Source: an optimization exercise on an open RTL-to-GDS flow (aim: small area). Production flows keep margins and buffers that such runs may drop.
Where RTL was checked, it was by simulation tests only, not by an equivalence proof against the original.
For runs 5 and 6, only the layout was checked, not whether the RTL still works.
Power and IR drop assume default switching activity.

File: design/flow/flow/run.sh
#!/bin/bash
# Standard synthesis, then the combinational logic between the registers
# (and the half adders) re-mapped by ABC for area, then the standard layout
# with the smallest buffer on the ports and no clock-tree dummy loads.  Registers, full-adder cells and
# their names are kept as the standard synthesis made them.
set -euo pipefail
export BUFFER_PORTS_ARGS="-buffer_cell sky130_fd_sc_hd__buf_1"
# The clock tree as config.mk asks for, without dummy loads.
export CTS_ARGS="-sink_clustering_enable -repair_clock_nets -sink_clustering_size 10 -sink_clustering_max_diameter 60 -buf_list sky130_fd_sc_hd__clkbuf_4 -dont_use_dummy_load"
bash standard.sh synth > synth.log 2>&1

R=orfs/results/${FLOW_PLATFORM}/three_phase_shape/base
LIB=$FLOW_HOME/platforms/sky130hd/lib/sky130_fd_sc_hd__tt_025C_1v80.lib
YOSYS=$FLOW_HOME/../tools/install/yosys/bin/yosys
[[ -x $YOSYS ]] || YOSYS=yosys
DU=$(sed -n '/DONT_USE_CELLS/,/^$/p' $FLOW_HOME/platforms/sky130hd/config.mk | grep -o "sky130_fd_sc_hd__[a-z0-9_]*" | sed 's/^/-dont_use /' | tr '\n' ' ')
cp $R/1_2_yosys.v std_synth.v
cat > reopt.ys <<EOS
read_liberty -ignore_miss_func $LIB
blackbox sky130_fd_sc_hd__dfxtp_1 sky130_fd_sc_hd__fa_1 sky130_fd_sc_hd__conb_1
read_verilog std_synth.v
hierarchy -top $FLOW_TOP
flatten
opt_clean -purge
abc -liberty $LIB $DU -script +strash;&get,-n;&dch,-f;&nf,-R,1000;&put;
opt_clean -purge
insbuf -buf sky130_fd_sc_hd__buf_1 A X
hilomap -singleton -hicell sky130_fd_sc_hd__conb_1 HI -locell sky130_fd_sc_hd__conb_1 LO
opt_clean -purge
tee -o reopt_stat.txt stat -liberty $LIB $FLOW_TOP
write_verilog -noattr -noexpr -nohex -nodec -selected reopt.v
EOS
$YOSYS -s reopt.ys > reopt.log 2>&1
cp reopt.v $R/1_2_yosys.v
rm -f $R/1_synth.odb $R/1_synth.sdc
bash standard.sh > layout.log 2>&1
File: design/flow/standard.sh
#!/bin/bash
# synth_recipe.tcl (not shown) runs the flow's synth.tcl, then flattens the netlist and writes it again
# the make line also repeats each setting of config.mk as NAME=value (left out here)
make -C /OpenROAD-flow-scripts/flow DESIGN_CONFIG=/design/flow/config.mk WORK_HOME=/design/flow/orfs CLKGATE_MAP_FILE= SYNTH_SCRIPT=/design/flow/synth_recipe.tcl "${@:-finish}"
File: design/flow/config.mk
export PLATFORM = sky130hd
export DESIGN_NAME = three_phase_shape
export DESIGN_NICKNAME = three_phase_shape
export VERILOG_FILES = /design/flow/design.v
export SDC_FILE = /design/flow/constraint.sdc
export NUM_CORES = 4
export LEC_CHECK = 0
export CAP_MARGIN = 0
export CORE_MARGIN = 2
export CORE_UTILIZATION = 40
export CTS_BUF_LIST = sky130_fd_sc_hd__clkbuf_4
export CTS_CLUSTER_DIAMETER = 60
export CTS_CLUSTER_SIZE = 10
export SLEW_MARGIN = 0
File: design/flow/constraint.sdc
create_clock -name core_clock -period 10.0 [get_ports {clk}]
set_input_delay 2.0000 -clock core_clock [delete_from_list [all_inputs] [get_ports {clk}]]
set_output_delay 2.0000 -clock core_clock [all_outputs]
set_load 0.01 [all_outputs]
File: design/flow/design.v
`timescale 1us/1ns
module sd2(clk, rst, sd_in, bs_out);
input clk;
input rst;                       
input signed [15:0] sd_in;       
output bs_out;                   
reg [17:0] sd_reg1;
reg [17:0] sd_reg2;
wire s = sd_reg1[17];
assign bs_out = ~s;
wire [17:0] y = {~s, ~s, ~sd_in[15], sd_in[14:0]};
wire [2:0] a_top = sd_reg1[17:15] + {~s, ~s, 1'b1};
wire [17:0] a = {a_top, sd_reg1[14:0]};
wire [17:0] r2, r1;
rca #(18) add2 (.a(sd_reg2), .b(y), .ci(~s), .s(r2));
rca #(18) add1 (.a(a), .b(r2), .ci(~s), .s(r1));
always @(posedge clk) begin
	if (rst) begin
		sd_reg1 <= 0;
		sd_reg2 <= 0;
	end else begin
		sd_reg1 <= r1;
		sd_reg2 <= r2;
	end
end
endmodule
module rca #(parameter W = 8) (
    input  wire [W-1:0] a,
    input  wire [W-1:0] b,
    input  wire         ci,
    output wire [W-1:0] s
);
    function [W-1:0] add;
        input [W-1:0] x, y;
        input         c;
        integer i;
        begin
            for (i = 0; i < W; i = i + 1) begin
                add[i] = x[i] ^ y[i] ^ c;
                c      = (x[i] & y[i]) | (c & (x[i] ^ y[i]));
            end
        end
    endfunction
    assign s = add(a, b, ci);
endmodule
`timescale 1ns/1ps
module modulator(input wire clk, input wire rst, input wire sd_bs, output reg pwm);
    reg [4:0] k;  
    reg q;
    wire en = sd_bs ^ pwm;
    wire up = sd_bs;
    wire t1 = en & (k[0] ~^ up);
    wire t2 = t1 & (k[1] ~^ up);
    wire t3 = t2 & (k[2] ~^ up);
    wire t4 = t3 & (k[3] ~^ up);
    always @(posedge clk) begin
        if (rst) begin k <= 5'b10000; q <= 0; pwm <= 0; end
        else begin
            k <= k ^ {t4, t3, t2, t1, en};
            pwm <= q;
            if (!k[4] && k != 0) q <= 1'b1;
            else if (k[4]) q <= 1'b0;
        end
    end
endmodule
`timescale 1ns/1ps
module counter_modulator(
    input  wire clk,
    input  wire rst,      
    input  wire sd_a, sd_b, sd_c,
    output wire count_a, count_b, count_c
);
    reg [5:0] period_cnt;
    wire last = (period_cnt == 6'd59);
    always @(posedge clk) begin
        if (rst)
            period_cnt <= 0;
        else if (last)
            period_cnt <= 0;
        else
            period_cnt <= period_cnt + 1'b1;
    end
    window_count wa (.clk(clk), .rst(rst), .sd_bs(sd_a), .last(last), .period_cnt(period_cnt), .count(count_a));
    window_count wb (.clk(clk), .rst(rst), .sd_bs(sd_b), .last(last), .period_cnt(period_cnt), .count(count_b));
    window_count wc (.clk(clk), .rst(rst), .sd_bs(sd_c), .last(last), .period_cnt(period_cnt), .count(count_c));
endmodule
module window_count(
    input  wire       clk,
    input  wire       rst,
    input  wire       sd_bs,
    input  wire       last,
    input  wire [5:0] period_cnt,
    output reg        count
);
    reg [5:0] sum;
    reg [5:0] latched_sum;
    always @(posedge clk) begin
        if (rst) begin
            sum         <= 0;
            latched_sum <= 0;
            count       <= 1'b0;
        end else begin
            if (last) begin
                latched_sum <= sum + sd_bs;
                sum         <= 0;
            end else begin
                sum <= sum + sd_bs;
            end
            count <= (period_cnt < latched_sum);
        end
    end
endmodule
`timescale 1us/1ns
module three_phase_shape(
    clk, rst, omega, phaseA, phaseB, phaseC, phaseAx, phaseBx, phaseCx, pwmA, pwmB, pwmC, countA, countB, countC);
input clk;
input rst;                            
input signed [15:0] omega;            
output phaseA, phaseB, phaseC;        
output signed [15:0] phaseAx, phaseBx, phaseCx;  
output pwmA, pwmB, pwmC;
output countA, countB, countC;
wire [17:0] g0, g1, g2;
assign phaseAx = {g0[17], g0[17:3]};
assign phaseBx = {g1[17], g1[17:3]};
assign phaseCx = {g2[17], g2[17:3]};
sd2 sd_A (.clk(clk), .rst(rst), .sd_in(phaseAx), .bs_out(phaseA));
sd2 sd_B (.clk(clk), .rst(rst), .sd_in(phaseBx), .bs_out(phaseB));
sd2 sd_C (.clk(clk), .rst(rst), .sd_in(phaseCx), .bs_out(phaseC));
modulator modulator_A (.clk(clk), .rst(rst), .sd_bs(phaseA), .pwm(pwmA));
modulator modulator_B (.clk(clk), .rst(rst), .sd_bs(phaseB), .pwm(pwmB));
modulator modulator_C (.clk(clk), .rst(rst), .sd_bs(phaseC), .pwm(pwmC));
counter_modulator modulator_c (.clk(clk), .rst(rst), .sd_a(phaseA), .sd_b(phaseB), .sd_c(phaseC),
                               .count_a(countA), .count_b(countB), .count_c(countC));
wire [15:0] om_n = ~omega;
integ #(.RST(18'h1ffff)) i0 (.clk(clk), .rst(rst), .omega(omega), .omega_n(om_n),
                             .up(phaseB & ~phaseC), .dn(~phaseB & phaseC), .g(g0));
integ #(.RST(18'h30000)) i1 (.clk(clk), .rst(rst), .omega(omega), .omega_n(om_n),
                             .up(phaseC & ~phaseA), .dn(~phaseC & phaseA), .g(g1));
integ #(.RST(18'h30000)) i2 (.clk(clk), .rst(rst), .omega(omega), .omega_n(om_n),
                             .up(phaseA & ~phaseB), .dn(~phaseA & phaseB), .g(g2));
endmodule
module integ #(parameter [17:0] RST = 18'h0) (
    input  wire        clk,
    input  wire        rst,
    input  wire [15:0] omega,
    input  wire [15:0] omega_n,
    input  wire        up,
    input  wire        dn,
    output reg  [17:0] g
);
wire [15:0] b = ({16{up}} & omega) | ({16{dn}} & omega_n);
wire [17:0] s;
rca #(18) add (.a(g), .b({{2{b[15]}}, b}), .ci(dn), .s(s));
wire pos_ovf = ~g[17] & ~b[15] & s[17];
wire neg_ovf = g[17] & b[15] & ~s[17];
always @(posedge clk) begin
  if (rst)
    g <= RST;
  else
    g <= {(s[17] & ~pos_ovf) | neg_ovf, (s[16:0] & {17{~neg_ovf}}) | {17{pos_ovf}}};
end
endmodule
==> impl_metrics.json, run 1 <==
{
  "status": "no timing/DRC/antenna violations",
  "critical_path_required_ns": 10.52,
  "fin_tns_setup_ns": 0,
  "timing.rr.end": "sd_C.sd_reg1[17]",
  "io_buffers": 74,
  "max_freq_mhz": 110,
  "final.period_utilization_pct": 90.6,
  "die_area_um2": 29300,
  "vdd_drop_max_mv": 0.121,
  "start_util_pct": 40.4,
  "p_comb_share_pct": 57.5,
  "placed_cell_area_um2": 11800,
  "gr-total-overflow": 0,
  "grtUsageMet2_pct": 23.9,
  "wl_per_cell_um": 13.5,
  "core-area_um2": 27600,
  "antenna_found_initial": 2,
  "num_io_pins": 75,
  "grt_usage_pct": 15.3,
  "gp_congestion": 0.757,
  "syn_area_um2": 11200,
  "clock_sinks": 228,
  "grt-busiest-layer": "met2",
  "synthCells": 1109,
  "rrSetupSlack_ns": 1.29,
  "dp_hpwl_mm": 15.8,
  "drt_pass1_iterations": 4,
  "power_switching_share_pct": 42.2,
  "cts_buffer_depth": 3,
  "maxSlewViolCount": 0,
  "die_h_um": 171,
  "worstReg2RegStart": "sd_C.sd_reg1[17]",
  "rsz0062_at_grt": "false",
  "final_area_um2": 12100,
  "area_delta_synth_final_pct": 8.01,
  "critPathArrivalTime_ns": 9.58,
  "drc": 0,
  "pre_cts_ws_ns": 0.315,
  "slew_headroom_pct": 16.1,
  "hold_ws_ns": 0.445,
  "cts.hold.buffers_added": 0,
  "cts_tree": "yes",
  "synth_warnings": 7,
  "nets": 1349,
  "worstHoldPathType": "reg2reg",
  "power_density_nw_per_um2": 360,
  "grt_pass1_wl_mm": 36.1,
  "syn_nets": 1280,
  "cts_max_level": 1,
  "finalCriticalPeriod_ns": 9.06,
  "avgViaCountPerCell": 4.55,
  "maxCapViolCount": 0,
  "worstSkewPairLatency_ns": 0.68,
  "setup_ws_ns": 0.943,
  "grt_util_met1_pct": 21.9,
  "clkPwrFrac_pct": 9.5,
  "final_cells": 1555,
  "ant_nets": 0,
  "setup_viol_count_final": 0,
  "cts-root-buf": "clkbuf_4",
  "synth_area_per_cell_um2": 10.1,
  "worstMarginPinSlew_ns": 1.26,
  "p_sw_w": 0.00183,
  "critPathLaunch": "omega[0]",
  "drt-initial-drc-count": 276,
  "power.leakage_nw": 4.45,
  "cp-start-kind": "input port",
  "critical_path_class": "in2reg",
  "seqPwrFrac_pct": 33.0,
  "postCtsSetupBuffers": 0,
  "min_path_cells": 1,
  "clock_skew_ns": 0.0600,
  "cell_internal_pwr_w": 0.00251,
  "grt_max_degree": 85,
  "cts_made_buffers": 27,
  "drive_above_1_share_pct": 3.74,
  "grt_pass1_vias": 7124,
  "r2r_cells": 24,
  "die_w_um": 171,
  "cts.reportedPaths.clkPinSlew_ns": 0.10,
  "worstSetupEndpointType": "flop",
  "wl_mm": 21.0,
  "crit_fanout": 16,
  "globalRouteMet3Util_pct": 2.96,
  "vias": 7081,
  "worstSetupEndpoint": "i2.g[11]",
  "cts_resized": 0,
  "fp-row-count": 61,
  "dp_cells": 1526,
  "hold_violations": 0
}
-- power groups by stage --
stage          Sequential, W  Combinational (W)  Clock [W]
3_5_place_dp         0.00146            0.00253          0
3_3_place_gp         0.00145            0.00246          0
6_report             0.00143            0.00250   0.000414
4_1_cts              0.00144            0.00256   0.000440
2_1_floorplan        0.00141            0.00202          0
5_1_grt              0.00147            0.00297   0.000475
-- critical path, stage by stage --
cell,delay [ns]
buf_1,0.24
a21oi_1,0.15
fa_1,0.47
fa_1,0.43
fa_1,0.41
fa_1,0.41
fa_1,0.39
fa_1,0.39
fa_1,0.38
fa_1,0.38
fa_1,0.38
fa_1,0.38
fa_1,0.39
fa_1,0.38
fa_1,0.39
fa_1,0.38
clkinv_1,0.06
fa_1,0.15
clkinv_1,0.07
fa_1,0.37
clkinv_1,0.06
fa_1,0.23
a21oi_1,0.37
a21o_1,0.30
-- how the worst min path moves through the flow --
| stage | start | slack, ns | to |
|---|---|---|---|
| CTS | modulator_B.k[4] | 0.44 | modulator_B.q |
| detailed placement | modulator_B.k[4] | 0.43 | modulator_B.q |
| global route | modulator_A.k[4] | 0.48 | modulator_A.q |
| finish | modulator_B.k[4] | 0.45 | modulator_B.q |
| floorplan | modulator_B.k[4] | 0.41 | modulator_B.q |
| global placement | modulator_B.k[4] | 0.43 | modulator_B.q |
-- flip-flops by register name, indices dropped and copies added, names as in the netlist, 5 cells and up --
| register | flops |
|---|---|
| sd_C.sd_reg2 | 18 |
| sd_B.sd_reg1 | 18 |
| modulator_c.wa.sum | 6 |
| modulator_c.period_cnt | 6 |
| modulator_A.k | 5 |
| i2.g | 18 |
| i1.g | 18 |
| sd_A.sd_reg1 | 18 |
| modulator_c.wb.sum | 6 |
| modulator_C.k | 5 |
| i0.g | 18 |
| modulator_c.wa.latched_sum | 6 |
| modulator_B.k | 5 |
| sd_A.sd_reg2 | 18 |
| sd_B.sd_reg2 | 18 |
| modulator_c.wc.sum | 6 |
| modulator_c.wb.latched_sum | 6 |
| modulator_c.wc.latched_sum | 6 |
| sd_C.sd_reg1 | 18 |
-- through the flow --
step                total power, W  util (%)
floorplan                  0.00344         -
global placement           0.00391      42.9
detailed placement         0.00399      42.9
CTS                        0.00444      43.6
global route               0.00492      43.7
finish                     0.00434      43.7
-- cells in the final DEF, fill, tap and decap left out, types with 28 or more instances in the layout --
cell type	instances
buf_1	73
xnor2_1	30
dfxtp_1	228
clkinv_1	172
clkbuf_4	28
a21oi_1	70
nand2_1	29
a21o_1	32
fa_1	153
nor2_1	190
-- final cells by class --
| cell class | count | area (µm²) |
|---|---|---|
| Tap cell | 378 | 473 |
| Antenna cell | 1 | 2.50 |
| Clock buffer | 27 | 203 |
| Sequential cell | 228 | 4560 |
| Multi-Input combinational cell | 661 | 5790 |
| Inverter | 172 | 646 |
| Fill cell | 2724 | 15600 |
| Timing Repair Buffer | 88 | 387 |
-- routing by layer --
| metal | share of wire (%) | vias to the layer above |
|---|---|---|
| met5 | 0.076 | - |
| met4 | 2.0 | 2 |
| met3 | 4.9 | 38 |
| met2 | 44 | 102 |
| met1 | 49 | 3396 |
| li1 | - | 3543 |
==> inputs of run 2 (changes only) <==
--- a/design/flow/config.mk
+++ b/design/flow/config.mk
@@ -5,10 +5,12 @@
 export SDC_FILE = /design/flow/constraint.sdc
 export NUM_CORES = 4
 export LEC_CHECK = 0
-export CAP_MARGIN = 0
+export CAP_MARGIN = 20
 export CORE_MARGIN = 2
 export CORE_UTILIZATION = 40
 export CTS_BUF_LIST = sky130_fd_sc_hd__clkbuf_4
 export CTS_CLUSTER_DIAMETER = 60
 export CTS_CLUSTER_SIZE = 10
-export SLEW_MARGIN = 0
+export GPL_ROUTABILITY_DRIVEN = 0
+export GPL_TIMING_DRIVEN = 0
+export SLEW_MARGIN = 20
==> run 2 against run 1 <==
Effect of this change:
- clock power is 1% higher
- flip-flop and latch count unchanged
- cell area grew 2.0%
- clock skew rose by 0.0022 ns
- core utilization grew 0.86 points
- power grew 0.24%
- largest cell class unchanged
- setup slack worse by 0.39 ns
- fmax decreased by 4.1%
- combinational power about the same
- still clean on timing, DRC and antenna
- die area did not move
==> impl_metrics.json, run 2 <==
{
  "grt_max_degree": 40,
  "grt_usage_pct": 15.2,
  "rsz0062_at_grt": "false",
  "worstSkewPairLatency_ns": 0.65,
  "slew_headroom_pct": 31.0,
  "synthCells": 1109,
  "final.period_utilization_pct": 94.5,
  "cp-start-kind": "flop",
  "worstMarginPinSlew_ns": 1.03,
  "crit_top_cell": "fa_1",
  "drc": 0,
  "cts-root-buf": "clkbuf_4",
  "grt_pass1_wl_mm": 36.0,
  "syn_nets": 1280,
  "nets": 1391,
  "cts.hold.buffers_added": 0,
  "vdd_drop_max_mv": 0.165,
  "clkPwrFrac_pct": 9.7,
  "avgViaCountPerCell": 4.53,
  "area_delta_synth_final_pct": 10.2,
  "slowest_delay_ns": 0.79,
  "cts_buffer_depth": 3,
  "synth_area_per_cell_um2": 10.1,
  "worstReg2RegStart": "sd_A.sd_reg1[17]",
  "critPathLaunch": "sd_A.sd_reg1[17]",
  "min_from": "modulator_A.k[4]",
  "cts_max_level": 1,
  "critPathSlowestCell": "dfxtp_1",
  "fp-row-count": 61,
  "io_buffers": 74,
  "die_h_um": 171,
  "finalCriticalPeriod_ns": 9.45,
  "critical_path_class": "reg2reg",
  "clock_skew_ns": 0.0622,
  "dp_hpwl_mm": 15.6,
  "final_common_cell": "dfxtp_1",
  "seqCellArea_um2": 4570,
  "start_util_pct": 40.4,
  "power.leakage_nw": 4.51,
  "min_path_cells": 1,
  "core-area_um2": 27600,
  "drive_above_1_share_pct": 3.86,
  "p_sw_w": 0.00183,
  "r2r_cells": 26,
  "p_comb_share_pct": 57.0,
  "cts_tree": "yes",
  "die_w_um": 171,
  "ant_nets": 0,
  "syn_area_um2": 11200,
  "wl_mm": 20.7,
  "critical_path_required_ns": 10.56,
  "clock_sinks": 228,
  "cell_internal_pwr_w": 0.00252,
  "cts_made_buffers": 28,
  "hold_violations": 0,
  "crit_fanout": 16,
  "placed_cell_area_um2": 12100,
  "final_util_pct": 44.5,
  "cts.reportedPaths.clkPinSlew_ns": 0.11,
  "drt_pass1_iterations": 4,
  "power_switching_share_pct": 42.1,
  "fillerInstances": 2743,
  "setup_viol_count_final": 0,
  "fin_tns_setup_ns": 0,
  "wl_per_cell_um": 13.0,
  "gr-total-overflow": 0,
  "seqPwrFrac_pct": 33.3,
  "multi_input_area_um2": 5820,
  "maxSlewViolCount": 0,
  "final_cells": 1597,
  "power_density_nw_per_um2": 354,
  "antenna_found_initial": 3,
  "vias": 7236,
  "grt_pass1_vias": 7352,
  "worstSetupEndpointType": "flop",
  "maxCapViolCount": 0,
  "max_freq_mhz": 106,
  "final_area_um2": 12300,
  "dp_cells": 1568,
  "synth_warnings": 7,
  "critPathArrivalTime_ns": 10.00,
  "layout_common_cells": "dfxtp_1 (227), nor2_1 (187), clkinv_1 (171), fa_1 (153), buf_1 (121)",
  "drt-initial-drc-count": 303,
  "die_area_um2": 29300,
  "power_w": 0.00435,
  "status": "no timing/DRC/antenna violations",
  "worstHoldPathType": "reg2reg",
  "num_io_pins": 75
}
[run 2: final timing paths]
check	end	slack, ns
worst min-delay path	modulator_A.q	0.44
worst max-delay path	i2.g[0]	0.55
worst max register to register	i2.g[0]	0.55
worst min register to register	modulator_A.q	0.44
[run 2: cell type report]
cell class | count | share of cell area, %
multi-input cells | 661 | 47.3
inverters | 172 | 5.28
plain buffers | 48 | 1.46
well taps | 378 | 3.84
repair buffers | 81 | 3.26
flip-flops and latches | 228 | 37.1
clock buffers | 28 | 1.71
diodes | 1 | 0.0203
[run 2: metal layers]
metal	part of all wire, %	vias to the layer above	track usage [%]
met1	49	3459	21.8
met2	44	114	23.7
met4	2.0	2	4.05
met5	0.077	-	0
met3	4.1	36	2.71
li1	-	3625	-
[run 2: power groups by stage]
stage	Sequential [W]	Combinational [W]	Clock (W)
finish	0.00145	0.00248	0.000420
global route	0.00149	0.00297	0.000484
CTS	0.00146	0.00255	0.000450
detailed placement	0.00148	0.00252	0
global placement	0.00147	0.00243	0
floorplan	0.00141	0.00202	0
[run 2: critical path: cells and delay by family (launching register included)]
kind                       cells  cell delay [ns]
DFF                            1             0.79
AOI/OAI and AO/OA              2             0.42
and+or+nand+nor                3             0.97
buffers and inverters          4             0.77
adders and majority gates     17             6.37
[run 2: what timing repair did]
action / CTS / global route
endpoints found under the setup margin: 15 / 17
gates resized for setup: 1 / 2
buffers inserted: 0 / 0
[run 2: per-stage QoR]
step	hold slack (ns)	setup WS (ns)
finish	0.438	0.553
global route	0.455	0.0288
CTS	0.440	0.160
detailed placement	0.425	-0.0476
global placement	0.423	-1.23
floorplan	0.408	0.940
==> inputs of run 3 (changes only) <==
--- a/design/flow/design.v
+++ b/design/flow/design.v
@@ -4,7 +4,8 @@
 input rst;                       
 input signed [15:0] sd_in;       
 output bs_out;                   
-reg [17:0] sd_reg1;
+reg [17:0] n_reg1;    
+wire [17:0] sd_reg1 = ~n_reg1;
 reg [17:0] sd_reg2;
 wire s = sd_reg1[17];
 assign bs_out = ~s;
@@ -16,10 +17,10 @@
 rca #(18) add1 (.a(a), .b(r2), .ci(~s), .s(r1));
 always @(posedge clk) begin
 	if (rst) begin
-		sd_reg1 <= 0;
+		n_reg1 <= 18'h3ffff;
 		sd_reg2 <= 0;
 	end else begin
-		sd_reg1 <= r1;
+		n_reg1 <= ~r1;
 		sd_reg2 <= r2;
 	end
 end
--- a/design/flow/config.mk
+++ b/design/flow/config.mk
@@ -11,6 +11,4 @@
 export CTS_BUF_LIST = sky130_fd_sc_hd__clkbuf_4
 export CTS_CLUSTER_DIAMETER = 60
 export CTS_CLUSTER_SIZE = 10
-export GPL_ROUTABILITY_DRIVEN = 0
-export GPL_TIMING_DRIVEN = 0
 export SLEW_MARGIN = 20
==> run 3 against run 2 <==
Effect of this change:
- global-route usage grew 0.18 points
- setup slack improved by 0.37 ns
- first-iteration DRC count up 17%
- cell count fell by 5.3%
- synthesized area down 0.61%
- still clean on timing, DRC and antenna
- combinational power fell by about 10%
- critical endpoint is now sd_B.n_reg1[17]
- die area shrank 0.59%
- non-clock buffer count is 43 lower
- cell area fell by 2.6%
- sequential power barely moved
- register-to-register slack gained 0.37 ns
- largest cell class unchanged
- via count shrank 2.0%
==> impl_metrics.json, run 3 <==
{
  "maxSlewViolCount": 0,
  "antenna_found_initial": 1,
  "critical_path_required_ns": 10.55,
  "cts_buffer_depth": 3,
  "cts_made_buffers": 27,
  "area_delta_synth_final_pct": 7.90,
  "slew_headroom_pct": 31.5,
  "fp-row-count": 60,
  "final_cells": 1513,
  "final_util_pct": 44.2,
  "r2r_cells": 22,
  "power.leakage_nw": 4.38,
  "ant_nets": 0,
  "postCtsSetupBuffers": 0,
  "grt_usage_pct": 15.4,
  "min_path_cells": 1,
  "final.period_utilization_pct": 90.7,
  "die_w_um": 171,
  "grt_max_degree": 71,
  "power_density_nw_per_um2": 339,
  "crit_fanout": 5,
  "die_h_um": 171,
  "setup_viol_count_final": 0,
  "hold_end": "modulator_A.q",
  "synthCells": 1075,
  "core-area_um2": 27100,
  "final_common_cell": "dfxtp_1",
  "cts.hold.buffers_added": 0,
  "min_from": "modulator_A.k[4]",
  "rrSetupSlack_ns": 0.93,
  "grt_pass1_wl_mm": 36.0,
  "finalCriticalPeriod_ns": 9.07,
  "worstReg2RegStart": "sd_B.n_reg1[17]",
  "critical_path_class": "reg2reg",
  "drc": 0,
  "wl_per_cell_um": 14.0,
  "synth_warnings": 7,
  "synth_area_per_cell_um2": 10.3,
  "dp_cells": 1485,
  "crit_family": "adder cells",
  "drt_pass1_iterations": 4,
  "num_io_pins": 75,
  "critPathSlowestCell": "fa_1",
  "syn_area_um2": 11100,
  "cts_max_level": 1,
  "wl_mm": 21.1,
  "avgViaCountPerCell": 4.69,
  "cts.reportedPaths.clkPinSlew_ns": 0.11,
  "clock_sinks": 228,
  "slowest_delay_ns": 0.53,
  "layout_common_cells": "dfxtp_1 (228), fa_1 (153), nor2_1 (142), clkinv_1 (135), buf_1 (73)",
  "gr-total-overflow": 0,
  "rsz0062_at_grt": "false",
  "cts-root-buf": "clkbuf_4",
  "cts_tree": "yes",
  "crit_top_cell": "fa_1",
  "vdd_drop_max_mv": 0.0916,
  "worstSetupEndpointType": "flop",
  "die_area_um2": 29100,
  "syn_nets": 1246,
  "hold_violations": 0,
  "cp-start-kind": "flop",
  "worstSkewPairLatency_ns": 0.67,
  "max_freq_mhz": 110,
  "gp_congestion": 0.776,
  "critPathArrivalTime_ns": 9.62,
  "cts_resized": 0,
  "timing.rr.end": "sd_B.n_reg1[17]",
  "nets": 1313,
  "start_util_pct": 41.0,
  "fin_tns_setup_ns": 0,
  "worstHoldPathType": "reg2reg",
  "worstMarginPinSlew_ns": 1.02,
  "grt_pass1_vias": 7106,
  "drt-initial-drc-count": 354,
  "drive_above_1_share_pct": 3.86,
  "clock_skew_ns": 0.0323,
  "vias": 7090,
  "status": "no timing/DRC/antenna violations",
  "maxCapViolCount": 0,
  "critPathBufInv": 1,
  "io_buffers": 74,
  "cp_cell_sequence": "clkinv_1, fa_1, fa_1, fa_1, fa_1, fa_1, fa_1, fa_1, fa_1, fa_1, fa_1, fa_1, fa_1, fa_1, fa_1, fa_1, fa_1, fa_1, fa_1, xnor2_1, a21oi_1, o21ai_0",
  "dp_hpwl_mm": 15.9
}
## run 3: worst max path at each step
stage                    startpoint               to  slack (ns)  cells after the start
finish              sd_B.n_reg1[17]  sd_B.n_reg1[17]        0.93                     22
global route        sd_C.n_reg1[17]  sd_C.n_reg1[17]        0.49                     22
CTS                 sd_B.n_reg1[17]  sd_B.n_reg1[17]        0.82                     22
detailed placement         omega[0]         i1.g[16]        0.47                     24
global placement           omega[0]          i2.g[5]        0.63                     25
floorplan           sd_C.n_reg1[17]  sd_C.n_reg1[17]        0.94                     22
## run 3: routing by layer
metal,track usage (%),wire (µm),vias up
met4,3.27,449,0
met1,21.0,9730,3443
met2,25.7,9930,135
met3,2.71,1040,32
li1,-,-,3480
met5,0,0,-
## run 3: final cells by class
type | count | area [µm²]
antenna | 1 | 2.50
tap | 372 | 465
timing repair buffer | 86 | 372
clock buffer | 27 | 203
fill | 2604 | 15100
sequential | 228 | 4560
multi-input combinational | 664 | 5860
inverter | 135 | 507
## run 3: through the flow
| stage | worst slack, ns | total power (W) | hold WS (ns) | cell area, µm² |
|---|---|---|---|---|
| after CTS | 0.816 | 0.00416 | 0.447 | 12000 |
| after global placement | 0.628 | 0.00364 | 0.423 | 11800 |
| final | 0.927 | 0.00406 | 0.442 | 12000 |
| after floorplan | 0.936 | 0.00316 | 0.408 | 11100 |
| after global routing | 0.490 | 0.00457 | 0.457 | 12000 |
| after detailed placement | 0.468 | 0.00370 | 0.424 | 11800 |
## run 3: worst register-to-register path, delay by kind of cell (launching register included)
kind	cells	cell delay, ns
fa+ha+maj	18	7.99
flops	1	0.35
compound gates	2	0.25
buf+inv	1	0.24
xor+xnor	1	0.15
## run 3: power breakdown
| part | switching (W) | leakage, nW | total, W | internal (W) |
|---|---|---|---|---|
| combinational | 0.00120 | 2.37 | 0.00222 | 0.00102 |
| clock | 0.000295 | 0.124 | 0.000419 | 0.000124 |
| sequential | 0.000199 | 1.88 | 0.00142 | 0.00122 |
| total | 0.00169 | 4.38 | 0.00406 | 0.00237 |
==> inputs of run 4 (changes only) <==
--- a/design/flow/design.v
+++ b/design/flow/design.v
@@ -94,15 +94,16 @@
     output reg        count
 );
     reg [5:0] sum;
-    reg [5:0] latched_sum;
+    reg [5:0] n_latched;     
+    wire [5:0] latched_sum = ~n_latched;
     always @(posedge clk) begin
         if (rst) begin
             sum         <= 0;
-            latched_sum <= 0;
+            n_latched   <= 6'h3f;
             count       <= 1'b0;
         end else begin
             if (last) begin
-                latched_sum <= sum + sd_bs;
+                n_latched   <= ~(sum + sd_bs);
                 sum         <= 0;
             end else begin
                 sum <= sum + sd_bs;
==> run 4 against run 3 <==
Effect of this change:
- synthesized cell count decreased by 2.2%
- sequential power about the same
- register-to-register slack hardly changed
- combinational power is essentially flat
- wire length is 2.0% lower
- critical path type is now in2reg
- via count shrank 1.7%
- still clean on timing, DRC and antenna
==> impl_metrics.json, run 4 <==
{
  "final_area_um2": 11900,
  "critical_path_required_ns": 10.54,
  "nets": 1288,
  "clock_skew_ns": 0.0345,
  "start_util_pct": 40.9,
  "rsz0062_at_grt": "false",
  "syn_area_um2": 11100,
  "die_area_um2": 29000,
  "gr-total-overflow": 0,
  "vias": 6968,
  "drc": 0,
  "cts_made_buffers": 27,
  "cts.reportedPaths.clkPinSlew_ns": 0.11,
  "p_sw_w": 0.00169,
  "worstMarginPinSlew_ns": 0.991,
  "critPathArrivalTime_ns": 9.66,
  "antenna_found_initial": 1,
  "die_w_um": 170,
  "wl_per_cell_um": 14.2,
  "grt_pass1_vias": 7005,
  "finalCriticalPeriod_ns": 9.11,
  "final_common_cell": "dfxtp_1",
  "cts_max_level": 1,
  "cp_cell_sequence": "buf_1, a21oi_1, fa_1, fa_1, fa_1, fa_1, fa_1, fa_1, fa_1, fa_1, fa_1, fa_1, fa_1, fa_1, fa_1, fa_1, clkinv_1, fa_1, clkinv_1, fa_1, clkinv_1, fa_1, nand3_1, a21o_1",
  "num_io_pins": 75,
  "die_h_um": 170,
  "vdd_drop_max_mv": 0.119,
  "setup_viol_count_final": 0,
  "hold_violations": 0,
  "dp_hpwl_mm": 15.5,
  "placed_cell_area_um2": 11700,
  "power_switching_share_pct": 41.7,
  "synth_warnings": 7,
  "critPathSlowestCell": "nand3_1",
  "drt_pass1_iterations": 4,
  "synthCells": 1051,
  "synth_area_per_cell_um2": 10.5,
  "critPathBufInv": 4,
  "layout_common_cells": "dfxtp_1 (228), fa_1 (153), nor2_1 (136), clkinv_1 (124), a21oi_1 (74)",
  "grt_max_degree": 52,
  "wl_mm": 20.7,
  "cts_tree": "yes",
  "grt_usage_pct": 15.1,
  "p_comb_share_pct": 54.8,
  "clock_sinks": 228,
  "crit_top_cell": "fa_1",
  "cell_internal_pwr_w": 0.00237,
  "power.leakage_nw": 4.33,
  "gp_congestion": 0.806,
  "max_freq_mhz": 110,
  "power_density_nw_per_um2": 341,
  "critical_path_class": "in2reg",
  "cts-root-buf": "clkbuf_4",
  "drt-initial-drc-count": 365,
  "seqPwrFrac_pct": 35.0,
  "fp-row-count": 60,
  "area_delta_synth_final_pct": 7.70,
  "fin_tns_setup_ns": 0,
  "clkPwrFrac_pct": 10.3,
  "crit_fanout": 15,
  "cts_resized": 0,
  "io_buffers": 74,
  "slowest_delay_ns": 0.46,
  "worstSkewPairLatency_ns": 0.67,
  "maxSlewViolCount": 0,
  "cts.hold.buffers_added": 0,
  "final.period_utilization_pct": 91.1,
  "worstHoldPathType": "reg2reg",
  "crit_family": "adder cells",
  "drive_above_1_share_pct": 3.86,
  "final_util_pct": 44.1,
  "cp-start-kind": "input port",
  "postCtsSetupBuffers": 0,
  "maxCapViolCount": 0,
  "syn_nets": 1222,
  "status": "no timing/DRC/antenna violations",
  "slew_headroom_pct": 33.7,
  "cts_buffer_depth": 3,
  "ant_nets": 0,
  "avgViaCountPerCell": 4.78,
  "fillerInstances": 2584,
  "core-area_um2": 27000,
  "worstSetupEndpointType": "flop",
  "grt_pass1_wl_mm": 35.2
}
==> run 4: cell type report <==
cell class                      instances  area, µm²  area share [%]
Antenna cell                            2       5.00          0.0420
Sequential cell                       228       4560            38.3
Timing Repair Buffer                   85        364            3.06
Multi-Input combinational cell        651       5880            49.4
Tap cell                              341        427            3.58
Inverter                              124        465            3.91
Clock buffer                           27        203            1.70
==> run 4: per-layer routing <==
metal / up-vias / global-route usage (%) / routed length [µm]
met2: 106 / 24.4 / 9600
met3: 31 / 3.16 / 982
met4: 0 / 3.38 / 405
li1: 3458 / - / -
met5: - / 0 / 0
met1: 3373 / 21.0 / 9740
==> run 4: power groups by stage <==
stage	registers [W]	clock network [W]	logic (W)
after global placement	0.00145	0	0.00220
final	0.00142	0.000416	0.00222
after detailed placement	0.00145	0	0.00225
after CTS	0.00143	0.000441	0.00229
after floorplan	0.00141	0	0.00176
after global routing	0.00146	0.000482	0.00265
==> run 4: worst register-to-register path, cell delays in order, from the launching register on <==
cell and delay [ns]:
dfxtp_1 0.35, clkinv_1 0.24, fa_1 0.54, fa_1 0.45
fa_1 0.44, fa_1 0.43, fa_1 0.44, fa_1 0.44
fa_1 0.43, fa_1 0.43, fa_1 0.44, fa_1 0.43
fa_1 0.43, fa_1 0.43, fa_1 0.43, fa_1 0.53
fa_1 0.47, fa_1 0.43, fa_1 0.42, fa_1 0.38
xnor2_1 0.14, a21oi_1 0.13, o21ai_0 0.08
==> run 4: through the flow <==
stage	std cells	hold slack, ns	worst slack (ns)	power [W]
2_1_floorplan	1051	0.408	0.912	0.00317
3_3_place_gp	1429	0.434	0.428	0.00364
3_5_place_dp	1429	0.432	0.198	0.00370
4_1_cts	1456	0.447	0.810	0.00416
5_1_grt	1458	0.476	0.472	0.00459
6_report	1458	0.442	0.888	0.00406
==> run 4: worst paths after layout <==
| kind | cells after the start | endpoint | from | slack (ns) |
|---|---|---|---|---|
| worst max-delay path | 24 | i0.g[8] | omega[0] | 0.89 |
| worst min-delay path | 1 | modulator_A.q | modulator_A.k[4] | 0.44 |
| worst max register to register | 22 | sd_C.n_reg1[17] | sd_C.n_reg1[17] | 0.94 |
| worst min register to register | 1 | modulator_A.q | modulator_A.k[4] | 0.44 |
==> inputs of run 5 (changes only) <==
--- a/design/flow/design.v
+++ b/design/flow/design.v
@@ -149,8 +149,10 @@
     input  wire [15:0] omega_n,
     input  wire        up,
     input  wire        dn,
-    output reg  [17:0] g
+    output wire [17:0] g
 );
+reg [17:0] ng;    
+assign g = ~ng;
 wire [15:0] b = ({16{up}} & omega) | ({16{dn}} & omega_n);
 wire [17:0] s;
 rca #(18) add (.a(g), .b({{2{b[15]}}, b}), .ci(dn), .s(s));
@@ -158,8 +160,8 @@
 wire neg_ovf = g[17] & b[15] & ~s[17];
 always @(posedge clk) begin
   if (rst)
-    g <= RST;
+    ng <= ~RST;
   else
-    g <= {(s[17] & ~pos_ovf) | neg_ovf, (s[16:0] & {17{~neg_ovf}}) | {17{pos_ovf}}};
+    ng <= ~{(s[17] & ~pos_ovf) | neg_ovf, (s[16:0] & {17{~neg_ovf}}) | {17{pos_ovf}}};
 end
 endmodule
==> run 5 against run 4 <==
Effect of this change:
- non-clock buffer count grew 9
- synthesized cell count fell by 3.9%
- clock power barely moved
- clock skew increased by 0.019 ns
- sequential power is 3% lower
- flip-flop and latch count unchanged
- cell count is 1.2% higher
- largest cell class unchanged
==> impl_metrics.json, run 5 <==
{
  "slew_headroom_pct": 33.8,
  "min_path_cells": 2,
  "io_buffers": 74,
  "drt-initial-drc-count": 298,
  "slowest_delay_ns": 0.45,
  "final_common_cell": "dfxtp_1",
  "cts_buffer_depth": 3,
  "seqPwrFrac_pct": 34.7,
  "die_area_um2": 28700,
  "cp_cell_sequence": "buf_1, a21oi_1, fa_1, fa_1, fa_1, fa_1, fa_1, fa_1, fa_1, fa_1, fa_1, fa_1, fa_1, fa_1, fa_1, fa_1, fa_1, clkinv_1, fa_1, clkinv_1, fa_1, or2_0, buf_4, a21o_1",
  "synth_warnings": 7,
  "cts_tree": "yes",
  "grt_max_degree": 74,
  "start_util_pct": 40.7,
  "worstSetupEndpointType": "flop",
  "finalCriticalPeriod_ns": 9.59,
  "crit_fanout": 15,
  "area_delta_synth_final_pct": 10.3,
  "worstReg2RegStart": "i1.ng[3]",
  "gp_congestion": 0.800,
  "timing.rr.end": "sd_B.n_reg1[17]",
  "cts.hold.buffers_added": 0,
  "min_from": "modulator_B.q",
  "num_io_pins": 75,
  "routed.top_layer": "met4",
  "critPathSlowestCell": "fa_1",
  "syn_area_um2": 10900,
  "final_area_um2": 12100,
  "clock_sinks": 228,
  "nets": 1302,
  "layout_common_cells": "dfxtp_1 (228), fa_1 (153), nor2_1 (152), clkinv_1 (124), buf_1 (73)",
  "final.period_utilization_pct": 95.9,
  "gr-total-overflow": 0,
  "cts_max_level": 1,
  "critPathArrivalTime_ns": 10.15,
  "ant_nets": 0,
  "clock_skew_ns": 0.0530,
  "status": "no timing/DRC/antenna violations",
  "seqCellArea_um2": 4560,
  "hold_end": "modulator_B.pwm",
  "grt_pass1_vias": 7155,
  "crit_top_cell": "fa_1",
  "power_switching_share_pct": 41.7,
  "cell_internal_pwr_w": 0.00232,
  "grt_pass1_wl_mm": 35.2,
  "worstHoldPathType": "reg2reg",
  "fillerInstances": 2548,
  "drive_above_1_share_pct": 4.52,
  "wl_per_cell_um": 13.9,
  "cts.reportedPaths.clkPinSlew_ns": 0.11,
  "multi_input_area_um2": 5920,
  "setup_viol_count_final": 0,
  "max_freq_mhz": 104,
  "cp-start-kind": "input port",
  "power_density_nw_per_um2": 329,
  "cts_resized": 0,
  "vias": 6991,
  "route.met2.wl_mm": 9.41,
  "worstSkewPairLatency_ns": 0.66,
  "postCtsSetupBuffers": 0,
  "vdd_drop_max_mv": 0.0925,
  "p_sw_w": 0.00166,
  "syn_nets": 1181,
  "hold_ws_ns": 0.421,
  "worstMarginPinSlew_ns": 0.992,
  "clkPwrFrac_pct": 10.5,
  "wl_mm": 20.4,
  "die_w_um": 169,
  "dp_hpwl_mm": 15.3,
  "hold_violations": 0,
  "die_h_um": 169,
  "synth_area_per_cell_um2": 10.8,
  "critical_path_class": "in2reg",
  "cts-root-buf": "clkbuf_4",
  "p_comb_share_pct": 54.8,
  "wl_met1_mm": 9.40,
  "r2r_cells": 23,
  "maxCapViolCount": 0,
  "drc": 0,
  "antenna_found_initial": 1,
  "wl_met3_mm": 1.17,
  "synthCells": 1010,
  "critical_path_required_ns": 10.56,
  "power.leakage_nw": 4.47,
  "cts_made_buffers": 28,
  "rsz0062_at_grt": "false",
  "rrSetupSlack_ns": 0.48,
  "core-area_um2": 26900,
  "avgViaCountPerCell": 4.74,
  "fp-row-count": 60,
  "placed_cell_area_um2": 11900,
  "maxSlewViolCount": 0,
  "drt_pass1_iterations": 4,
  "grt_usage_pct": 15.0
}
==> run 5: power groups by stage <==
stage / combinational, W / clock [W] / sequential, W
CTS: 0.00226 / 0.000443 / 0.00139
global route: 0.00261 / 0.000485 / 0.00142
floorplan: 0.00169 / 0 / 0.00138
finish: 0.00218 / 0.000417 / 0.00138
global placement: 0.00217 / 0 / 0.00140
detailed placement: 0.00222 / 0 / 0.00140
==> run 5: worst max path at each step <==
stage | startpoint | to | slack [ns] | depth (start not counted)
floorplan | omega[0] | i1.ng[0] | 0.01 | 23
global placement | omega[0] | i1.ng[3] | -0.18 | 24
detailed placement | omega[0] | i1.ng[4] | -0.33 | 24
CTS | i2.ng[3] | sd_C.n_reg1[17] | 0.39 | 23
global route | omega[0] | i2.ng[11] | 0.05 | 24
finish | omega[0] | i1.ng[6] | 0.41 | 24
==> run 5: final cells by class <==
| cell class | instances | area share [%] |
|---|---|---|
| clock buffers | 28 | 1.74 |
| diodes | 5 | 0.104 |
| flip-flops and latches | 228 | 37.8 |
| well taps | 341 | 3.53 |
| multi-input cells | 655 | 49.0 |
| repair buffers | 94 | 3.99 |
| inverters | 124 | 3.85 |
==> run 5: worst max-delay path: cells and delay by family <==
family          cells  cell delay, ns
buf+inv             4            0.55
simple gates        1            0.23
compound gates      2            0.33
fa+ha+maj          17            7.02
==> run 5: metal layers <==
metal	vias to the layer above	track usage, %
li1	3460	-
met1	3377	20.9
met2	121	24.1
met3	33	3.15
met4	0	3.53
met5	-	0
==> run 5: metrics by stage <==
stage                     worst slack [ns]  power (W)  setup TNS (ns)  instances  util (%)
after floorplan                     0.0135    0.00307               0       1010         -
after global placement              -0.181    0.00357           -6.96       1442      44.1
after detailed placement            -0.330    0.00362          -13.20       1442      44.1
after CTS                            0.393    0.00408               0       1470      44.9
after global routing                0.0501    0.00451               0       1474      44.9
final                                0.413    0.00397               0       1475      44.9
==> inputs of run 6 (changes only) <==
--- a/design/flow/design.v
+++ b/design/flow/design.v
@@ -6,7 +6,8 @@
 output bs_out;                   
 reg [17:0] n_reg1;    
 wire [17:0] sd_reg1 = ~n_reg1;
-reg [17:0] sd_reg2;
+reg [17:0] n_reg2;    
+wire [17:0] sd_reg2 = ~n_reg2;
 wire s = sd_reg1[17];
 assign bs_out = ~s;
 wire [17:0] y = {~s, ~s, ~sd_in[15], sd_in[14:0]};
@@ -18,10 +19,10 @@
 always @(posedge clk) begin
 	if (rst) begin
 		n_reg1 <= 18'h3ffff;
-		sd_reg2 <= 0;
+		n_reg2 <= 18'h3ffff;
 	end else begin
 		n_reg1 <= ~r1;
-		sd_reg2 <= r2;
+		n_reg2 <= ~r2;
 	end
 end
 endmodule
@@ -46,7 +47,8 @@
 endmodule
 `timescale 1ns/1ps
 module modulator(input wire clk, input wire rst, input wire sd_bs, output reg pwm);
-    reg [4:0] k;  
+    reg [4:0] nk;  
+    wire [4:0] k = ~nk;
     reg q;
     wire en = sd_bs ^ pwm;
     wire up = sd_bs;
@@ -55,9 +57,9 @@
     wire t3 = t2 & (k[2] ~^ up);
     wire t4 = t3 & (k[3] ~^ up);
     always @(posedge clk) begin
-        if (rst) begin k <= 5'b10000; q <= 0; pwm <= 0; end
+        if (rst) begin nk <= 5'b01111; q <= 0; pwm <= 0; end
         else begin
-            k <= k ^ {t4, t3, t2, t1, en};
+            nk <= ~(k ^ {t4, t3, t2, t1, en});
             pwm <= q;
             if (!k[4] && k != 0) q <= 1'b1;
             else if (k[4]) q <= 1'b0;
@@ -93,20 +95,21 @@
     input  wire [5:0] period_cnt,
     output reg        count
 );
-    reg [5:0] sum;
+    reg [5:0] n_sum;     
+    wire [5:0] sum = ~n_sum;
     reg [5:0] n_latched;     
     wire [5:0] latched_sum = ~n_latched;
     always @(posedge clk) begin
         if (rst) begin
-            sum         <= 0;
+            n_sum       <= 6'h3f;
             n_latched   <= 6'h3f;
             count       <= 1'b0;
         end else begin
             if (last) begin
                 n_latched   <= ~(sum + sd_bs);
-                sum         <= 0;
+                n_sum       <= 6'h3f;
             end else begin
-                sum <= sum + sd_bs;
+                n_sum <= ~(sum + sd_bs);
             end
             count <= (period_cnt < latched_sum);
         end
==> run 6 against run 5 <==
Effect of this change:
- sequential share of layout area up 0.26 points
- sequential power about the same
- first-iteration DRC count down 15%
- largest power group unchanged
- clock skew up 0.042 ns
- via count decreased by 2.7%
- synthesized cell count fell by 2.6%
- largest cell class unchanged
- setup slack improved by 0.014 ns
- critical path type unchanged
- clock power increased by 1%
- cell count fell by 1.6%
==> impl_metrics.json, run 6 <==
{
  "status": "no timing/DRC/antenna violations",
  "gp_congestion": 0.791,
  "drt-initial-drc-count": 252,
  "dp_hpwl_mm": 15.1,
  "layout_common_cells": "dfxtp_1 (228), fa_1 (153), nor2_1 (104), or2_0 (98), a21oi_1 (97)",
  "critical_path_required_ns": 10.60,
  "critical_path_class": "in2reg",
  "min_path_cells": 1,
  "dp_cells": 1420,
  "clock_skew_ns": 0.0950,
  "p_sw_w": 0.00157,
  "cts-root-buf": "clkbuf_4",
  "antenna_found_initial": 1,
  "die_h_um": 169,
  "drive_above_1_share_pct": 5.06,
  "clock_sinks": 228,
  "cts.reportedPaths.clkPinSlew_ns": 0.11,
  "critPathArrivalTime_ns": 10.17,
  "worstHoldPathType": "reg2reg",
  "synth_warnings": 7,
  "rsz0062_at_grt": "false",
  "postCtsSetupBuffers": 0,
  "hold_end": "modulator_C.pwm",
  "ant_nets": 0,
  "die_area_um2": 28400,
  "cts_tree": "yes",
  "finalCriticalPeriod_ns": 9.57,
  "slew_headroom_pct": 50.0,
  "gr-total-overflow": 0,
  "fillerInstances": 2552,
  "cts_resized": 0,
  "cts_max_level": 1,
  "grt_max_degree": 88,
  "nets": 1280,
  "core-area_um2": 26800,
  "rrSetupSlack_ns": 0.49,
  "fin_tns_setup_ns": 0,
  "die_w_um": 169,
  "drt_pass1_iterations": 5,
  "worstSkewPairLatency_ns": 0.69,
  "maxSlewViolCount": 0,
  "worstReg2RegStart": "sd_C.n_reg1[17]",
  "synthCells": 984,
  "final_util_pct": 44.8,
  "min_from": "modulator_C.q",
  "synth_area_per_cell_um2": 11.0,
  "clkPwrFrac_pct": 10.9,
  "syn_nets": 1155,
  "final_cells": 1452,
  "start_util_pct": 40.4,
  "p_comb_share_pct": 53.5,
  "setup_ws_ns": 0.426,
  "num_io_pins": 75,
  "wl_per_cell_um": 14.1,
  "final.period_utilization_pct": 95.7,
  "avgViaCountPerCell": 4.68,
  "pre_cts_ws_ns": -0.371,
  "cp-start-kind": "input port",
  "fp-row-count": 60,
  "power.leakage_nw": 4.27,
  "setup_viol_count_final": 0,
  "io_buffers": 74,
  "power_switching_share_pct": 40.6,
  "cts_buffer_depth": 3,
  "power_density_nw_per_um2": 323,
  "vdd_drop_max_mv": 0.0881,
  "area_delta_synth_final_pct": 10.7,
  "crit_fanout": 17,
  "hold_violations": 0,
  "vias": 6802,
  "max_freq_mhz": 104,
  "final_common_cell": "dfxtp_1",
  "cell_internal_pwr_w": 0.00231,
  "seqPwrFrac_pct": 35.7,
  "grt_pass1_vias": 7137,
  "worstSetupEndpointType": "flop",
  "grt_pass1_wl_mm": 35.2,
  "grt_usage_pct": 15.2,
  "maxCapViolCount": 0,
  "cts.hold.buffers_added": 0,
  "wl_mm": 20.5,
  "worstMarginPinSlew_ns": 0.750,
  "timing.rr.end": "sd_C.n_reg1[17]",
  "cts_made_buffers": 28,
  "syn_area_um2": 10800,
  "r2r_cells": 22,
  "drc": 0
}
## run 6: per-stage QoR
| step | total power, W | hold WS [ns] | cell area, µm² |
|---|---|---|---|
| finish | 0.00388 | 0.471 | 12000 |
| global route | 0.00438 | 0.482 | 12000 |
| CTS | 0.00398 | 0.474 | 12000 |
| detailed placement | 0.00352 | 0.459 | 11800 |
| global placement | 0.00344 | 0.451 | 11800 |
| floorplan | 0.00297 | 0.435 | 10800 |
## run 6: worst max-delay path by stage
stage,cells after the start,endpoint,start,slack (ns)
floorplan,23,i1.ng[0],omega[0],0.02
global placement,24,i1.ng[7],omega[0],-0.24
detailed placement,25,i0.ng[6],omega[0],-0.37
CTS,22,sd_C.n_reg1[17],sd_C.n_reg1[17],0.39
global route,22,sd_C.n_reg1[17],sd_C.n_reg1[17],0.09
finish,25,i0.ng[8],omega[0],0.43
## run 6: worst max-delay path, cell delays in order
cell and delay (ns):
buf_1 0.20, a21oi_1 0.13, fa_1 0.45, fa_1 0.44
fa_1 0.43, fa_1 0.44, fa_1 0.44, fa_1 0.46
fa_1 0.47, fa_1 0.47, fa_1 0.43, fa_1 0.42
fa_1 0.42, fa_1 0.42, fa_1 0.42, fa_1 0.42
fa_1 0.40, clkinv_1 0.07, fa_1 0.17, clkinv_1 0.09
fa_1 0.42, clkinv_1 0.09, a31oi_2 0.10, buf_12 0.19
a21o_1 0.17
## run 6: routing by layer
metal,vias to the layer above,share of wire [%],track usage (%)
li1,3415,-,-
met1,3247,47,20.7
met5,-,0,0
met4,0,2.0,3.45
met3,34,4.4,2.57
met2,106,47,25.6
## run 6: layout make-up
type,count,area [µm²],share of cell area (%)
Timing Repair Buffer,98,499,4.16
Clock buffer,28,210,1.75
Sequential cell,228,4560,38.1
Antenna cell,4,10.0,0.0835
Tap cell,341,427,3.56
Multi-Input combinational cell,672,5980,49.9
Inverter,81,304,2.53
## run 6: power groups by stage
stage / Clock (W) / Sequential [W] / Combinational, W
final: 0.000422 / 0.00138 / 0.00207
after global routing: 0.000481 / 0.00142 / 0.00248
after CTS: 0.000448 / 0.00139 / 0.00214
after detailed placement: 0 / 0.00141 / 0.00211
after global placement: 0 / 0.00140 / 0.00204
after floorplan: 0 / 0.00138 / 0.00159
==> inputs of run 7 (changes only) <==
--- a/design/flow/design.v
+++ b/design/flow/design.v
@@ -4,10 +4,8 @@
 input rst;                       
 input signed [15:0] sd_in;       
 output bs_out;                   
-reg [17:0] n_reg1;    
-wire [17:0] sd_reg1 = ~n_reg1;
-reg [17:0] n_reg2;    
-wire [17:0] sd_reg2 = ~n_reg2;
+reg [17:0] sd_reg1;
+reg [17:0] sd_reg2;
 wire s = sd_reg1[17];
 assign bs_out = ~s;
 wire [17:0] y = {~s, ~s, ~sd_in[15], sd_in[14:0]};
@@ -18,11 +16,11 @@
 rca #(18) add1 (.a(a), .b(r2), .ci(~s), .s(r1));
 always @(posedge clk) begin
 	if (rst) begin
-		n_reg1 <= 18'h3ffff;
-		n_reg2 <= 18'h3ffff;
+		sd_reg1 <= 0;
+		sd_reg2 <= 0;
 	end else begin
-		n_reg1 <= ~r1;
-		n_reg2 <= ~r2;
+		sd_reg1 <= r1;
+		sd_reg2 <= r2;
 	end
 end
 endmodule
@@ -47,8 +45,7 @@
 endmodule
 `timescale 1ns/1ps
 module modulator(input wire clk, input wire rst, input wire sd_bs, output reg pwm);
-    reg [4:0] nk;  
-    wire [4:0] k = ~nk;
+    reg [4:0] k;  
     reg q;
     wire en = sd_bs ^ pwm;
     wire up = sd_bs;
@@ -57,9 +54,9 @@
     wire t3 = t2 & (k[2] ~^ up);
     wire t4 = t3 & (k[3] ~^ up);
     always @(posedge clk) begin
-        if (rst) begin nk <= 5'b01111; q <= 0; pwm <= 0; end
+        if (rst) begin k <= 5'b10000; q <= 0; pwm <= 0; end
         else begin
-            nk <= ~(k ^ {t4, t3, t2, t1, en});
+            k <= k ^ {t4, t3, t2, t1, en};
             pwm <= q;
             if (!k[4] && k != 0) q <= 1'b1;
             else if (k[4]) q <= 1'b0;
@@ -95,21 +92,19 @@
     input  wire [5:0] period_cnt,
     output reg        count
 );
-    reg [5:0] n_sum;     
-    wire [5:0] sum = ~n_sum;
-    reg [5:0] n_latched;     
-    wire [5:0] latched_sum = ~n_latched;
+    reg [5:0] sum;
+    reg [5:0] latched_sum;
     always @(posedge clk) begin
         if (rst) begin
-            n_sum       <= 6'h3f;
-            n_latched   <= 6'h3f;
+            sum         <= 0;
+            latched_sum <= 0;
             count       <= 1'b0;
         end else begin
             if (last) begin
-                n_latched   <= ~(sum + sd_bs);
-                n_sum       <= 6'h3f;
+                latched_sum <= sum + sd_bs;
+                sum         <= 0;
             end else begin
-                n_sum <= ~(sum + sd_bs);
+                sum <= sum + sd_bs;
             end
             count <= (period_cnt < latched_sum);
         end
@@ -152,10 +147,8 @@
     input  wire [15:0] omega_n,
     input  wire        up,
     input  wire        dn,
-    output wire [17:0] g
+    output reg  [17:0] g
 );
-reg [17:0] ng;    
-assign g = ~ng;
 wire [15:0] b = ({16{up}} & omega) | ({16{dn}} & omega_n);
 wire [17:0] s;
 rca #(18) add (.a(g), .b({{2{b[15]}}, b}), .ci(dn), .s(s));
@@ -163,8 +156,8 @@
 wire neg_ovf = g[17] & b[15] & ~s[17];
 always @(posedge clk) begin
   if (rst)
-    ng <= ~RST;
+    g <= RST;
   else
-    ng <= ~{(s[17] & ~pos_ovf) | neg_ovf, (s[16:0] & {17{~neg_ovf}}) | {17{pos_ovf}}};
+    g <= {(s[17] & ~pos_ovf) | neg_ovf, (s[16:0] & {17{~neg_ovf}}) | {17{pos_ovf}}};
 end
 endmodule
--- a/design/flow/flow/run.sh
+++ b/design/flow/flow/run.sh
@@ -6,7 +6,7 @@
 set -euo pipefail
 export BUFFER_PORTS_ARGS="-buffer_cell sky130_fd_sc_hd__buf_1"
 # The clock tree as config.mk asks for, without dummy loads.
-export CTS_ARGS="-sink_clustering_enable -repair_clock_nets -sink_clustering_size 10 -sink_clustering_max_diameter 60 -buf_list sky130_fd_sc_hd__clkbuf_4 -dont_use_dummy_load"
+export CTS_ARGS="-sink_clustering_enable -repair_clock_nets -sink_clustering_size 12 -sink_clustering_max_diameter 40 -buf_list sky130_fd_sc_hd__clkbuf_4 -dont_use_dummy_load"
 bash standard.sh synth > synth.log 2>&1
 
 R=orfs/results/${FLOW_PLATFORM}/three_phase_shape/base
==> run 7 against run 6 <==
Effect of this change:
- clock-buffer cell count is 7 higher
- power is 13% higher
- core utilization is 0.84 points lower
- cell area is 1.2% higher
- clock power is 7.8% higher
- synthesized cell count is 13% higher
- fmax is 4.6% higher
- register-to-register slack better by 0.82 ns
- critical endpoint is now i2.g[11]
- setup slack better by 0.42 ns
- sequential share of layout area is 0.44 points lower
==> impl_metrics.json, run 7 <==
{
  "status": "no timing/DRC/antenna violations",
  "wl_met1_mm": 9.99,
  "drt_pass1_iterations": 4,
  "crit_fanout": 15,
  "die_h_um": 171,
  "gp_congestion": 0.757,
  "fin_tns_setup_ns": 0,
  "worstReg2RegStart": "sd_B.sd_reg1[17]",
  "clock_sinks": 228,
  "hold_end": "modulator_B.q",
  "worstSetupEndpointType": "flop",
  "power.leakage_nw": 4.49,
  "maxSlewViolCount": 0,
  "crit_top_cell": "fa_1",
  "cts_made_buffers": 35,
  "timing.rr.end": "sd_B.sd_reg1[17]",
  "critPathSlowestCell": "fa_1",
  "vdd_drop_max_mv": 0.111,
  "final_common_cell": "dfxtp_1",
  "setup_viol_count_final": 0,
  "worstMarginPinSlew_ns": 1.06,
  "cp-start-kind": "input port",
  "cts_buffer_depth": 3,
  "syn_area_um2": 11200,
  "final.period_utilization_pct": 91.5,
  "maxCapViolCount": 0,
  "synth_area_per_cell_um2": 10.1,
  "grt_pass1_wl_mm": 35.8,
  "r2r_cells": 24,
  "nets": 1356,
  "routed.top_layer": "met5",
  "drc": 0,
  "worstSkewPairLatency_ns": 0.62,
  "gr-total-overflow": 0,
  "route.met2.wl_mm": 9.25,
  "rsz0062_at_grt": "false",
  "syn_nets": 1280,
  "cts_max_level": 2,
  "worstHoldPathType": "reg2reg",
  "slowest_delay_ns": 0.47,
  "die_w_um": 171,
  "cts.hold.buffers_added": 0,
  "min_path_cells": 1,
  "ant_nets": 0,
  "critPathArrivalTime_ns": 9.59,
  "final_area_um2": 12100,
  "slew_headroom_pct": 29.0,
  "clock_skew_ns": 0.0673,
  "vias": 7119,
  "layout_common_cells": "dfxtp_1 (228), nor2_1 (190), clkinv_1 (172), fa_1 (153), buf_1 (73)",
  "dp_hpwl_mm": 15.7,
  "grt_max_degree": 85,
  "critical_path_required_ns": 10.44,
  "grt_usage_pct": 15.3,
  "synthCells": 1109,
  "cts_tree": "yes",
  "antenna_found_initial": 2,
  "postCtsSetupBuffers": 0,
  "cts.reportedPaths.clkPinSlew_ns": 0.08,
  "cts-root-buf": "clkbuf_4",
  "finalCriticalPeriod_ns": 9.15,
  "wl_per_cell_um": 13.3,
  "io_buffers": 74,
  "critical_path_class": "in2reg",
  "drive_above_1_share_pct": 4.40,
  "grt_pass1_vias": 7144,
  "hold_violations": 0,
  "start_util_pct": 40.4,
  "avgViaCountPerCell": 4.56,
  "placed_cell_area_um2": 11900,
  "fp-row-count": 61,
  "min_from": "modulator_B.k[4]",
  "cts_resized": 0,
  "wl_mm": 20.8,
  "area_delta_synth_final_pct": 8.65,
  "die_area_um2": 29300,
  "power_density_nw_per_um2": 361,
  "synth_warnings": 7,
  "num_io_pins": 75,
  "max_freq_mhz": 109,
  "core-area_um2": 27600,
  "rrSetupSlack_ns": 1.31,
  "drt-initial-drc-count": 286,
  "wl_met3_mm": 1.10
}
-- run 7: worst max path at each step --
stage                  start       end  slack, ns  cells past startpoint
floorplan           omega[0]  i1.g[16]       0.94                     24
global placement    omega[0]   i2.g[4]       0.36                     24
detailed placement  omega[0]   i2.g[8]       0.30                     25
CTS                 omega[0]  i2.g[11]       0.86                     25
global route        omega[0]  i2.g[12]       0.60                     25
finish              omega[0]  i2.g[11]       0.85                     25
-- run 7: cell type report --
cell class | count | area (µm²)
tap | 378 | 473
multi-input combinational | 661 | 5810
fill | 2711 | 15500
sequential | 228 | 4560
clock buffer | 35 | 263
antenna | 1 | 2.50
timing repair buffer | 87 | 379
inverter | 172 | 646
-- run 7: worst max-delay path, delay by kind of cell --
family                     cells  cell delay [ns]
adders and majority gates     17             6.31
and+or+nand+nor                2             0.39
buffers and inverters          4             0.43
AOI/OAI and AO/OA              2             0.42
-- run 7: power breakdown --
part           internal (W)  switching, W  leakage, nW
Sequential          0.00124      0.000195         1.88
Clock              0.000162      0.000293        0.161
Combinational       0.00115       0.00134         2.45
Total               0.00255       0.00183         4.49
-- run 7: routing by layer --
| layer | up-vias | global-route usage [%] |
|---|---|---|
| li1 | 3551 | - |
| met1 | 3413 | 21.5 |
| met2 | 118 | 23.7 |
| met3 | 35 | 3.45 |
| met4 | 2 | 4.27 |
| met5 | - | 0 |
-- run 7: through the flow --
step                util [%]  hold WS [ns]  total power, W  cells  setup slack [ns]
floorplan                  -         0.408         0.00344   1109             0.940
finish                  43.9         0.440         0.00438   1562             0.846
detailed placement      42.9         0.426         0.00399   1526             0.297
global placement        42.9         0.425         0.00391   1526             0.357
global route            43.9         0.470         0.00496   1562             0.602
CTS                     43.9         0.441         0.00448   1561             0.865

re-timing with driven ports:
Ports are ideal in the flow. The routed layouts listed here were re-timed in OpenROAD. Step 1 assumes that a clkbuf_16 drives the clock port and a buf_2 every other input. Step 2 adds t to the input delays and takes it off the output delays; t is the mean of the earliest and latest rising clock arrival at the registers after step 1. Input paths then give back, and output paths get back, about the clock's delay inside the block. Slacks: no drivers / after step 1 / after step 2; pairs: no drivers / after step 1.
| run | t (ns) | slack for setup (ns) | worst setup path after step 2 | worst register clock-pin slew, ns | worst data-port slew with drivers (ns) |
|---|---|---|---|---|---|
| run 1 | 0.686 | 0.943 / 0.954 / 0.267 | input to register | 0.12 / 0.12 | 0.08 |
| run 2 | 0.681 | 0.553 / 0.553 / -0.012 | input to register | 0.12 / 0.12 | 0.08 |
| run 3 | 0.693 | 0.927 / 0.927 / 0.446 | input to register | 0.11 / 0.11 | 0.07 |
| run 4 | 0.697 | 0.888 / 0.893 / 0.196 | input to register | 0.12 / 0.12 | 0.07 |
| run 5 | 0.679 | 0.413 / 0.401 / -0.279 | input to register | 0.12 / 0.12 | 0.09 |
| run 6 | 0.683 | 0.426 / 0.397 / -0.286 | input to register | 0.11 / 0.11 | 0.08 |
| run 7 | 0.623 | 0.846 / 0.858 / 0.235 | input to register | 0.11 / 0.11 | 0.07 |
With both steps, setup timing fails in run 2, run 5 and run 6, where it was met with ideal ports. The setup slack of run 6, which loses most, moves by -0.029 ns with the drivers and by -0.712 ns with both steps.
